From an optimization exercise on the open Yosys and OpenROAD flow, aimed at a short achievable clock period and few clock cycles; shortcuts taken in it are not production practice. The RTL of this run was laid out without a check of its function. No activity file was given, so power comes from the tool's default toggle rates.

==> design.v <==
`timescale 1ns / 1ps
module ARM(
    input CLK,
    input RESET,
    input [31:0] InstrF,
    input [31:0] ReadData,
    output reg MemWriteM,
    output [31:0] PCF,
    output reg [31:0] ALUResultM,
    output [31:0] WriteData
    );
    localparam NBTB = 8;
    reg  [31:2] pcF;
    reg         validD;
    reg  [31:0] InstrD;
    reg  [31:2] pcD;
    reg         btbHitD;
    reg         validE;
    reg  [3:0]  condE;
    reg         branchE, predE;
    reg         regWE, memWE, memtoRegE;
    reg  [1:0]  flagWE;
    reg  [3:0]  wa3E;
    reg  [31:0] srcAE, srcBE, stDataE;
    reg         fwdAE, fwdBE, fwdSE;
    reg         invAE, invBE, cinE, m1E;
    reg         selSumE, selAndE, selEorE, selOrrE, selBicE, selMovE, selMvnE;
    reg         vSubE, vAddE;
    reg  [31:2] tgtE, fallE;
    reg         regWriteM, memtoRegM;
    reg  [3:0]  wa3M;
    reg  [31:0] WriteDataM;
    reg  [1:0]  flagWM;
    reg         cM, vM;
    reg         flagN, flagZ, flagC, flagV;
    reg  [31:0] rf [0:14];
    reg         btbV   [0:NBTB-1];
    reg  [31:2] btbTag [0:NBTB-1];
    reg  [31:2] btbTgt [0:NBTB-1];
    reg  [2:0]  btbPtr;
    assign PCF = {pcF, 2'b00};
    assign WriteData = WriteDataM;
    wire [31:0] wdM = memtoRegM ? ReadData : ALUResultM;
    wire        zM  = (ALUResultM == 32'd0);
    wire fN = flagWM[1] ? ALUResultM[31] : flagN;
    wire fZ = flagWM[1] ? zM : flagZ;
    wire fC = flagWM[0] ? cM : flagC;
    wire fV = flagWM[0] ? vM : flagV;
    always @(posedge CLK) begin
        if (RESET) begin
            flagN <= 1'b0; flagZ <= 1'b0; flagC <= 1'b0; flagV <= 1'b0;
        end else begin
            flagN <= fN; flagZ <= fZ; flagC <= fC; flagV <= fV;
        end
        if (regWriteM && wa3M != 4'd15)
            rf[wa3M] <= wdM;
    end
    reg condEx;
    always @(*) begin
        case (condE)
            4'b0000: condEx = fZ;
            4'b0001: condEx = ~fZ;
            4'b0010: condEx = fC;
            4'b0011: condEx = ~fC;
            4'b0100: condEx = fN;
            4'b0101: condEx = ~fN;
            4'b0110: condEx = fV;
            4'b0111: condEx = ~fV;
            4'b1000: condEx = ~fZ & fC;
            4'b1001: condEx = fZ | ~fC;
            4'b1010: condEx = ~(fN ^ fV);
            4'b1011: condEx = fN ^ fV;
            4'b1100: condEx = ~fZ & ~(fN ^ fV);
            4'b1101: condEx = fZ | (fN ^ fV);
            4'b1110: condEx = 1'b1;
            default: condEx = 1'b0;
        endcase
    end
    wire fwdA = fwdAE & regWriteM;
    wire fwdB = fwdBE & regWriteM;
    wire [31:0] A = fwdA ? ALUResultM : srcAE;
    wire [31:0] B = fwdB ? ALUResultM : srcBE;
    wire [31:0] a1 = invAE ? ~A : A;
    wire [31:0] b1 = invBE ? ~B : B;
    wire        m1 = m1E & fC;      
    wire [32:0] X = m1 ? {1'b1, ~(a1 ^ b1)} : {1'b0, a1};
    wire [32:0] Y = m1 ? {a1 | b1, 1'b0}    : {1'b0, b1};
    wire [32:0] sum = X + Y + {32'd0, cinE};
    wire [31:0] resE = ({32{selSumE}} & sum[31:0])
                     | ({32{selAndE}} & (A & B))
                     | ({32{selEorE}} & (A ^ B))
                     | ({32{selOrrE}} & (A | B))
                     | ({32{selBicE}} & (A & ~B))
                     | ({32{selMovE}} & B)
                     | ({32{selMvnE}} & ~B);
    wire vE = (vSubE & (A[31] ^ B[31]) & ~(B[31] ^ sum[31]))
            | (vAddE & ~(A[31] ^ B[31]) & (B[31] ^ sum[31]));
    wire fwdS = fwdSE & regWriteM;
    wire [31:0] stE = fwdS ? wdM : stDataE;
    wire takenE = validE & branchE & condEx;
    wire redirE = validE & branchE & (condEx ^ predE);
    wire [31:2] redirPcE = predE ? fallE : tgtE;
    always @(posedge CLK) begin
        if (RESET) begin
            regWriteM <= 1'b0;
            MemWriteM <= 1'b0;
            flagWM    <= 2'b00;
        end else begin
            regWriteM <= validE & regWE & condEx;
            MemWriteM <= validE & memWE & condEx;
            flagWM    <= {2{validE & condEx}} & flagWE;
        end
        memtoRegM  <= memtoRegE;
        wa3M       <= wa3E;
        ALUResultM <= resE;
        WriteDataM <= stE;
        cM         <= sum[32];
        vM         <= vE;
    end
    wire [3:0] condD  = InstrD[31:28];
    wire [1:0] opD    = InstrD[27:26];
    wire       immD   = InstrD[25];
    wire [3:0] aluOpD = InstrD[24:21];
    wire       sD     = InstrD[20];
    wire       loadD  = InstrD[20];
    wire       upD    = InstrD[23];
    wire [3:0] rnD    = InstrD[19:16];
    wire [3:0] rdD    = InstrD[15:12];
    wire [3:0] rmD    = InstrD[3:0];
    wire [4:0] shamtD = InstrD[11:7];
    wire [1:0] shD    = InstrD[6:5];
    wire isDP    = (opD == 2'b00);
    wire isMem   = (opD == 2'b01);
    wire isBr    = (opD == 2'b10);
    wire isStore = isMem & ~loadD;
    wire isLoad  = isMem & loadD;
    wire isMovMvn = isDP & (aluOpD == 4'b1101 || aluOpD == 4'b1111);
    wire useA  = (isDP & ~isMovMvn) | isMem;
    wire useBr = isDP & ~immD;               
    wire [3:0] ra2D = isStore ? rdD : rmD;
    wire useB2 = useBr | isStore;
    wire regWD = isLoad | (isDP & ~(aluOpD[3:2] == 2'b10));   
    wire [31:2] pc8D = pcD + 30'd2;
    wire [31:0] rfA = rf[rnD];
    wire [31:0] rfB = rf[ra2D];
    wire byA = regWriteM & (wa3M == rnD);
    wire byB = regWriteM & (wa3M == ra2D);
    wire [31:0] rd1D = (rnD == 4'd15) ? {pc8D, 2'b00} : (byA ? wdM : rfA);
    wire [31:0] rd2D = byB ? wdM : rfB;
    reg [31:0] shOut;
    always @(*) begin
        case (shD)
            2'b00:   shOut = rd2D << shamtD;
            2'b01:   shOut = rd2D >> shamtD;
            2'b10:   shOut = $signed(rd2D) >>> shamtD;
            default: shOut = (rd2D >> shamtD) | (rd2D << (6'd32 - {1'b0, shamtD}));
        endcase
    end
    wire [31:0] opBD = isDP ? (immD ? {24'd0, InstrD[7:0]} : shOut) : {20'd0, InstrD[11:0]};
    wire eW = validE & regWE;
    wire depA  = eW & useA  & (wa3E == rnD);
    wire depB  = eW & useBr & (wa3E == rmD);
    wire depS  = eW & isStore & (wa3E == rdD);
    wire stallD = validD & ((memtoRegE & (depA | depB)) | (depB & (shamtD != 5'd0)));
    reg invA, invB, cin, m1D, selSum, selAnd, selEor, selOrr, selBic, selMov, selMvn, vSub, vAdd;
    reg [1:0] flagW;
    always @(*) begin
        invA = 0; invB = 0; cin = 0; m1D = 0; vSub = 0; vAdd = 0;
        selSum = 0; selAnd = 0; selEor = 0; selOrr = 0; selBic = 0; selMov = 0; selMvn = 0;
        flagW = 2'b00;
        if (isMem) begin
            selSum = 1;
            if (!upD) begin invB = 1; cin = 1; vSub = 1; end
        end else if (isDP) begin
            case (aluOpD)
                4'b0000: begin selAnd = 1; flagW = {sD, 1'b0}; end
                4'b0001: begin selEor = 1; flagW = {sD, 1'b0}; end
                4'b0010: begin selSum = 1; invB = 1; cin = 1; vSub = 1; flagW = {2{sD}}; end
                4'b0011: begin selSum = 1; invA = 1; cin = 1; flagW = {2{sD}}; end
                4'b0100: begin selSum = 1; vAdd = 1; flagW = {2{sD}}; end
                4'b0101: begin selSum = 1; cin = 1; vAdd = 1; flagW = {2{sD}}; end
                4'b0110: begin selSum = 1; invB = 1; m1D = 1; vAdd = 1; flagW = {2{sD}}; end
                4'b0111: begin selSum = 1; invA = 1; m1D = 1; vAdd = 1; flagW = {2{sD}}; end
                4'b1000: begin selAnd = 1; flagW = 2'b10; end
                4'b1001: begin selEor = 1; flagW = 2'b10; end
                4'b1010: begin selSum = 1; invB = 1; cin = 1; vSub = 1; flagW = 2'b11; end
                4'b1011: begin selSum = 1; vAdd = 1; flagW = 2'b11; end
                4'b1100: begin selOrr = 1; flagW = {sD, 1'b0}; end
                4'b1101: begin selMov = 1; flagW = 2'b10; end
                4'b1110: begin selBic = 1; flagW = {sD, 1'b0}; end
                default: begin selMvn = 1; flagW = {sD, 1'b0}; end
            endcase
        end
    end
    wire [31:2] tgtD  = pc8D + {{6{InstrD[23]}}, InstrD[23:0]};
    wire [31:2] fallD = pcD + 30'd1;
    wire predD  = isBr & ((condD == 4'b1110) | InstrD[23]);
    wire redirD = validD & predD & ~btbHitD;
    always @(posedge CLK) begin
        if (RESET || redirE || stallD || !validD) begin
            validE  <= 1'b0;
            regWE   <= 1'b0;
            memWE   <= 1'b0;
            branchE <= 1'b0;
            flagWE  <= 2'b00;
        end else begin
            validE  <= 1'b1;
            regWE   <= regWD;
            memWE   <= isStore;
            branchE <= isBr;
            flagWE  <= flagW;
        end
        condE     <= condD;
        predE     <= predD;
        memtoRegE <= isLoad;
        wa3E      <= rdD;
        srcAE     <= rd1D;
        srcBE     <= opBD;
        stDataE   <= rd2D;
        fwdAE     <= depA;
        fwdBE     <= depB;
        fwdSE     <= depS;
        invAE <= invA; invBE <= invB; cinE <= cin; m1E <= m1D;
        selSumE <= selSum; selAndE <= selAnd; selEorE <= selEor; selOrrE <= selOrr;
        selBicE <= selBic; selMovE <= selMov; selMvnE <= selMvn;
        vSubE <= vSub; vAddE <= vAdd;
        tgtE  <= tgtD;
        fallE <= fallD;
    end
    reg btbHitF;
    reg [31:2] btbTgtF;
    integer i;
    always @(*) begin
        btbHitF = 1'b0;
        btbTgtF = 30'd0;
        for (i = 0; i < NBTB; i = i + 1)
            if (btbV[i] && btbTag[i] == pcF) begin
                btbHitF = 1'b1;
                btbTgtF = btbTgtF | btbTgt[i];
            end
    end
    always @(posedge CLK) begin
        if (RESET)
            pcF <= 30'd0;
        else if (redirE)
            pcF <= redirPcE;
        else if (stallD)
            pcF <= pcF;
        else if (redirD)
            pcF <= tgtD;
        else if (btbHitF)
            pcF <= btbTgtF;
        else
            pcF <= pcF + 30'd1;
        if (RESET || redirE || redirD)
            validD <= 1'b0;
        else if (!stallD)
            validD <= 1'b1;
        if (!stallD) begin
            InstrD  <= InstrF;
            pcD     <= pcF;
            btbHitD <= btbHitF;
        end
    end
    always @(posedge CLK) begin
        if (RESET) begin
            for (i = 0; i < NBTB; i = i + 1) btbV[i] <= 1'b0;
            btbPtr <= 3'd0;
        end else if (redirD) begin
            btbV[btbPtr]   <= 1'b1;
            btbTag[btbPtr] <= pcD;
            btbTgt[btbPtr] <= tgtD;
            btbPtr <= btbPtr + 3'd1;
        end
    end
endmodule
==> run.sh <==
#!/bin/bash
# synth_recipe.tcl (not shown) runs the flow's synth.tcl, then flattens the netlist and writes it again
# the make line also repeats each setting of config.mk as NAME=value (left out here)
make -C /OpenROAD-flow-scripts/flow DESIGN_CONFIG=/design/flow/config.mk WORK_HOME=/design/flow/orfs CLKGATE_MAP_FILE= SYNTH_SCRIPT=/design/flow/synth_recipe.tcl finish
==> config.mk <==
export PLATFORM = sky130hd
export DESIGN_NAME = ARM
export DESIGN_NICKNAME = ARM
export VERILOG_FILES = /design/flow/design.v
export SDC_FILE = /design/flow/constraint.sdc
export NUM_CORES = 4
export LEC_CHECK = 0
export ABC_CLOCK_PERIOD_IN_PS = 3500
export CAP_MARGIN = 20
export CORE_MARGIN = 2
export CORE_UTILIZATION = 40
export SETUP_SLACK_MARGIN = 5
export SLEW_MARGIN = 20
==> constraint.sdc <==
create_clock -name core_clock -period 9.0 [get_ports {CLK}]
set_input_delay 1.8000 -clock core_clock [delete_from_list [all_inputs] [get_ports {CLK}]]
set_output_delay 1.8000 -clock core_clock [all_outputs]
set_load 0.01 [all_outputs]
==> results.txt <==
-- placed cells by master, fill, tap and decap left out, drive strengths merged, types with 216 or more instances in the layout --
cell type / synthesis / routed
xnor2: 240 / 240
nand2: 563 / 565
buf: 139 / 650
a21oi: 216 / 216
xor2: 224 / 224
mux2i: 471 / 471
edfxtp: 1023 / 1023
nor2: 300 / 303
dfxtp: 313 / 313
o21ai: 219 / 219
-- power by group --
part | switching (uW) | leakage [uW] | internal [uW]
clock network | 2600 | 0.00224 | 3360
registers | 276 | 0.0121 | 6980
logic | 2270 | 0.0188 | 1540
-- registers in the layout (all words and copies together) (netlist names), 8 cells and up, named ones only --
register,flops
pcF,30
WriteDataM,32
fallE,30
stDataE,32
btbTag,240
pcD,30
srcBE,32
ALUResultM,32
srcAE,32
tgtE,30
rf,480
InstrD,32
btbV,8
btbTgt,240
-- through the flow --
stage | worst slack [ns] | power, uW | std cells | hold WS, ns | util [%]
finish | 4.30 | 17000 | 8850 | 0.369 | 51.5
floorplan | 4.53 | 8860 | 5829 | 0.343 | -
global route | 4.23 | 17400 | 8846 | 0.381 | 51.5
CTS | 4.31 | 16600 | 8692 | 0.372 | 49.7
detailed placement | 2.74 | 10200 | 8102 | 0.358 | 43.1
global placement | 2.61 | 10100 | 8101 | 0.361 | 43.1
-- cell usage after synthesis, drive strengths merged, types with 52 or more instances --
cell | instances | area (um^2)
a21oi | 216 | 1110
mux4 | 161 | 3630
mux2 | 90 | 1010
ha | 194 | 2430
nor2 | 300 | 1150
nand2 | 563 | 2120
a31oi | 52 | 340
clkbuf | 264 | 991
inv | 158 | 593
xnor2 | 240 | 2100
nand4 | 99 | 619
nor3 | 59 | 305
a21o | 54 | 405
edfxtp | 1023 | 30700
mux2i | 471 | 4730
o21ai | 219 | 1100
a221oi | 67 | 696
dfxtp | 313 | 6270
nand3 | 184 | 921
a22oi | 76 | 571
buf | 139 | 697
a211oi | 102 | 783
xor2 | 224 | 1960
-- logic make-up (layout without fill, tap and decap cells) --
logic type	Yosys count	in the layout	synth area share, %
AO/OA/AOI/OAI	1148	1155	11.7
XOR/XNOR	464	464	5.83
adder cells (fa/ha/maj)	197	197	3.57
buffers and inverters	563	1241	3.28
flip-flops	1336	1336	53.0
multiplexers	722	722	13.4
other	1	6	0.00538
AND/OR/NAND/NOR	1397	1404	9.17
-- layer usage --
metal,up-vias,global-route usage (%)
li1,23300,-
met1,28200,39.4
met2,3569,48.4
met3,920,7.49
met4,14,19.8
met5,-,0
-- layout make-up --
type,instances,area [um^2]
Multi-Input combinational cell,3944,35500
Clock inverter,67,694
Sequential cell,1336,37100
Antenna cell,4,10.0
Timing Repair Buffer,822,8700
Fill cell,14800,84200
Clock buffer,192,3910
Tap cell,2325,2910
Inverter,160,634
-- worst max-delay path by stage --
stage	from	end	slack [ns]	depth (start not counted)
floorplan	RESET	btbTag[0][0]	4.53	3
global placement	InstrD[27]	srcBE[0]	2.61	13
detailed placement	InstrD[27]	srcBE[0]	2.74	14
CTS	regWriteM	cM	4.31	22
global route	regWriteM	ALUResultM[28]	4.23	23
finish	InstrD[20]	srcBE[18]	4.30	21
-- timing repair --
action / 4_1_cts / 5_1_grt
buffers inserted: 301 / 141
gates resized for setup: 721 / 373
setup endpoints to repair: 395 / 205
pin swaps: 192 / 200
gates cloned: 30 / 11
==> qor.csv <==
stage;metric;value;unit
outcome;status;no timing/DRC/antenna violations;
clock_network;h-tree-depth;4;
critical_path;slowest_stage;mux4_2;
global_route;antenna_found_initial;14;
placement;dp_hpwl;176000;um
sta;worst_slew_pin_slew;1.16;ns
hold_path;min_path_cells;0;
placement;place.gp.congestion;1.02;
pwr;peakVddDrop;0.000215;V
detailed_routing;vias_per_cell;6.33;
die;start_util;40.2;%
global_route;track_usage;31.3;%
pwr;cellPowerDensity;190;nW/um^2
critical_path;reg2reg_from;InstrD[20];
detailed_routing;ant_nets;0;
hold_path;holdCritStartpoint;InstrD[30];
clock_network;cts.sinks;1336;
synth;synth.distinct_cells;104;
detailed_routing;wl_met2;131000;um
critical_path;cp_num_buf_inv;10;
detailed_routing;wl_per_cell;32.9;um
detailed_routing;drt_iter0_drc;6848;
critical_path;worstPathArrival;5.43;ns
critical_path;r2r_slack;4.30;ns
die;ios;163;
sta;setup_viol;0;
clock_network;cts_buffer_depth;3;
global_route;grt_pass1_wl;401000;um
critical_path;start_kind;flop;
pwr;p_leak;0.0331;uW
clock_network;hold_buffers;0;
synth;synth_edf_count;1023;
detailed_routing;first_pass_iters;7;
synth;syn-mean-instance-area;12.0;um^2
global_route;grt_pass1_vias;53200;
synth;synth_flop_cell;edfxtp_1;
job;drv_cap;0;
sta;slew_headroom;20.6;%
hold_path;min_to;condE[2];
clock_network;clock_latency;0.81;ns
placement;numPortBuffers;160;
die;die_w;422;um
critical_path;cpMostUsedCell;buf_12;
sta;tns;0;ns
clock_network;clk_root_buffer_cell;clkbuf_16;
hold_path;holdCritPathClass;flop to flop;
placement;place_area;74800;um^2
die;design.die.area;178000;um^2
synth;async_flop_share;0;%
detailed_routing;routed.top_layer;met5;
sta;finClkSkew;0.0485;ns
final_layout;stdcell_area;89400;um^2
final_layout;syn2layout_area_growth;28.2;%
critical_path;required;9.73;ns
final_layout;final_layout_size_suffix_gt1_share;28.0;%
clock_network;path_clk_slew;0.07;ns
synth;syn_area;69700;um^2
critical_path;slowest_delay;0.52;ns
final_layout;fin_nets;6672;
sta;clock.fmax;213;MHz
critical_path;crit_family;buffers and inverters;
synth;ys_seq_area_share;53.0;%
detailed_routing;wl;291000;um
clock_network;numCtsBuffers;145;
synth;synth_warnings;1;
die;core;174000;um^2
sta;fin_crit_sh;52.2;%
detailed_routing;drt-met1-wl;108000;um
critical_path;crit_path_end_kind;flop;
synth;ys_seq_elements;1336;
critical_path;reg2regPathDepth;21;
die;die_h;422;um
detailed_routing;met3_length;29700;um
critical_path;r2r_end;srcBE[18];
sta;hold_violations;0;
critical_path;cp_max_fo;5;
sta;period_needed;4.70;ns
global_route;gr-total-overflow;0;
detailed_routing;vias;56000;
die;core.rowCount;153;
clock_network;cts_tree;done;
critical_path;path_class;flop to flop;
global_route;grt_max_degree;125;
sta;rsz0062_at_grt;true;
critical_path;path_cells;buf_6 > buf_6 > or3b_4 > buf_6 > buf_12 > a21oi_4 > buf_12 > buf_12 > buf_12 > buf_16 > buf_4 > nand2_1 > nand3_2 > a311oi_4 > o31ai_4 > mux2i_4 > buf_12 > mux4_2 > a211oi_2 > a21oi_4 > a31oi_2;
detailed_routing;drc;0;
synth;synthCells;5828;
sta;slew_violations;0;

[static timing again, ports no longer ideal]
No port has a modelled driver above. Below, the same layout with a new extraction and two added sets of constraints. Step 1: set_driving_cell puts a clkbuf_16 on CLK and a buf_2 on each other input, an assumption about the parent block. Step 2 moves the port delays by t, midway between the first and last clock arrival at a register: inputs arrive t later, outputs are due t later. That takes back most of the time a late clock gives input paths. a / b / c = ideal / step 1 / step 2; a / b = the first two.
shift t [ns]: 0.877
slack for setup (ns): 4.303 / 4.303 / 3.849
worst setup path after step 2: input to register
After both steps this run still meets setup and hold. The setup slack of this run moves by 0.000 ns with the drivers and by -0.454 ns with both steps.
